This is an optimization exercise on Yosys and OpenROAD, whose aim is small area, not a production implementation.
Where RTL was checked, it was by simulation tests only, not by an equivalence proof against the original.

==> maple: inputs <==
// CC
module CC(
    clk,
    rst_n,
    in_valid,
    mode,
    xi,
    yi,
    out_valid,
    xo,
    yo
);
make LEC_CHECK=0 CAP_MARGIN=20 CORE_MARGIN=2 CORE_UTILIZATION=80 CTS_BUF_LIST='sky130_fd_sc_hd__clkbuf_4 sky130_fd_sc_hd__clkbuf_8' SLEW_MARGIN=20 SYNTH_HIERARCHICAL=1 SYNTH_MINIMUM_KEEP_SIZE=0 finish   # period 100.0 ns
run.sh (not shown) runs the stock make flow with config.mk's settings and CLKGATE_MAP_FILE= SYNTH_SCRIPT=/design/flow/synth_recipe.tcl, a recipe that flattens the netlist after the stock synthesis.
==> sierra: changes against maple <==
==> flow/flow/run.sh (new file) <==
#!/bin/bash
# Own layout flow: the standard synthesis and layout, with port buffers of the smallest buffer.
set -euo pipefail
bash standard.sh synth > synth.log 2>&1
bash standard.sh "BUFFER_PORTS_ARGS=-buffer_cell sky130_fd_sc_hd__buf_1" finish > finish.log 2>&1
==> flow/standard.sh (new file) <==
#!/bin/bash
# synth_recipe.tcl (not shown) runs the flow's synth.tcl, then flattens the netlist and writes it again
# the make line also repeats each setting of config.mk as NAME=value (left out here)
make -C /OpenROAD-flow-scripts/flow DESIGN_CONFIG=/design/flow/config.mk WORK_HOME=/design/flow/orfs CLKGATE_MAP_FILE= SYNTH_SCRIPT=/design/flow/synth_recipe.tcl "${@:-finish}"
removed: flow/run.sh
==> notes <==
maple ran to the end with no violations. sierra completed without violations. In maple the via count is higher than in sierra, by about 1.3%. Between maple and sierra, the lower setup slack is in maple (gap 0.85 ns). Area after synthesis is the same in maple and sierra. Global-route usage: maple is higher than sierra (0.56 points). Wire length: maple is higher than sierra (about 2%). Against maple, the first-iteration DRC count of sierra is higher by about 0.8%. Flip-flop and latch count is the same in sierra and maple. In final cell count, sierra and maple hardly differ.
==> figures <==
Outcome: maple finished clean; sierra finished clean
Multi-input logic area: maple 0.01298 sq mm; sierra 0.01296 sq mm
Global-route wire length before repair: maple 84290 microns; sierra 83430 microns
Final design instance area without fill: maple 0.01817 sq mm; sierra 0.01799 sq mm
Worst max-slew margin expressed relative to the limit: maple 12.08%; sierra 24.36%
Share of cells above drive strength 1: maple 9.298%; sierra 9.342%
DPL Wire Length: maple 39560 microns; sierra 38920 microns
Number of non-filler instances in the completed layout: maple 1902; sierra 1903
Min cycle time layout: maple 45.01 ns; sierra 44.16 ns
Met1 layer usage reported by global route: maple 61.38%; sierra 61.33%
Drt via density: maple 7.669; sierra 7.569
Worst hold slack: maple 0.5853 ns; sierra 0.5639 ns
Register-to-Register Path Depth: maple 73; sierra 72
Fraction of area in clock buffers and inverters: maple 2.170%; sierra 2.476%
Setup slack on the worst flop-to-flop path: maple 74.60 ns; sierra 75.18 ns
GRT Overall Usage: maple 51.04%; sierra 50.48%

==> tundra: inputs <==
CC, a different RTL version from the one above (not shown whole).
Settings: LEC_CHECK=0, CAP_MARGIN=20, CORE_MARGIN=2, CORE_UTILIZATION=65, CTS_BUF_LIST=sky130_fd_sc_hd__clkbuf_8, SLEW_MARGIN=20, SYNTH_HIERARCHICAL=1, SYNTH_MINIMUM_KEEP_SIZE=0; clock period 100.0 ns.
standard.sh (not shown) runs the stock make flow with config.mk's settings and CLKGATE_MAP_FILE= SYNTH_SCRIPT=/design/flow/synth_recipe.tcl, a recipe that flattens the netlist after the stock synthesis.
==> flow/flow/run.sh <==
#!/bin/bash
# Own layout flow: the standard synthesis and layout, with port buffers of the smallest buffer.
set -euo pipefail
bash standard.sh synth > synth.log 2>&1
bash standard.sh "BUFFER_PORTS_ARGS=-buffer_cell sky130_fd_sc_hd__buf_1" finish > finish.log 2>&1
==> xenon: changes against tundra <==
--- a/flow/config.mk
+++ b/flow/config.mk
@@ -9,4 +9,4 @@
 export CORE_MARGIN = 2
-export CORE_UTILIZATION = 65
-export CTS_BUF_LIST = sky130_fd_sc_hd__clkbuf_8
+export CORE_UTILIZATION = 50
+export CTS_BUF_LIST = sky130_fd_sc_hd__clkbuf_16
 export SLEW_MARGIN = 20
==> qor summary <==
Outcome: tundra finished clean; xenon finished clean
DPL Wire Length: tundra 40.9 mm; xenon 42.2 mm
Placeable Area: tundra 24500 µm²; xenon 32300 µm²
All-Layer GR Usage: tundra 41.7%; xenon 33.8%
Tcrit/Tclk final: tundra 44.8%; xenon 44.1%
WL/cell: tundra 27.3 µm; xenon 26.5 µm
DR top layer: tundra met4; xenon met5
CTS clk-pin slew, worst paths: tundra 0.11 ns; xenon 0.08 ns
Count of buffer and inverter cells on the critical path: tundra 5; xenon 6
Filler cells: tundra 1941; xenon 2913
Hold endpoint: tundra cnt[0]; xenon out_valid
Metal1 wirelength: tundra 20.9 mm; xenon 22.9 mm
Count of clock buffers in the final design: tundra 10; xenon 9
Transition time at the pin with the least slew margin: tundra 1.08 ns; xenon 0.984 ns
Row Count: tundra 57; xenon 66
Post-layout min period: tundra 44.82 ns; xenon 44.14 ns
Slew Limit Headroom: tundra 28.1%; xenon 34.2%
Worst hold start: tundra cnt[0]; xenon out_valid
Layout overhead on the synthesized area: tundra 4.27%; xenon 6.04%
Share of final-layout standard cells stronger than drive strength 1: tundra 5.57%; xenon 5.87%
Antenna violations before repair: tundra 0; xenon 1
Routed vias: tundra 13549; xenon 13297
Via count of the first global-routing pass: tundra 13531; xenon 13500
No functional check of the RTL was part of any run of this note.

-- port drivers added, routing unchanged --
Ports are ideal in the flow. The routed layouts listed here were re-timed in OpenROAD. Step 1: set_driving_cell puts a clkbuf_16 on clk and a buf_2 on each other input, an assumption about the parent block. Step 2 moves the port delays by t, midway between the first and last clock arrival at a register: inputs arrive t later, outputs are due t later. That takes back most of the time a late clock gives input paths. Slacks: no drivers / after step 1 / after step 2; pairs: no drivers / after step 1.
| run | t, ns | setup WS [ns] | worst setup path after step 2 | slew at the worst register clock pin (ns) | worst slew at a driven data input, ns |
|---|---|---|---|---|---|
| maple | 0.526 | 54.991 / 55.011 / 54.485 | input to register | 0.10 / 0.10 | 0.04 |
| sierra | 0.514 | 55.836 / 55.858 / 55.344 | input to register | 0.11 / 0.11 | 0.04 |
| tundra | 0.450 | 55.179 / 55.196 / 54.746 | input to register | 0.12 / 0.12 | 0.04 |
| xenon | 0.416 | 55.856 / 55.879 / 55.463 | input to register | 0.09 / 0.09 | 0.03 |
After both steps setup and hold are still met in every run listed. The setup slack of maple, which loses most, moves by +0.020 ns with the drivers and by -0.506 ns with both steps.
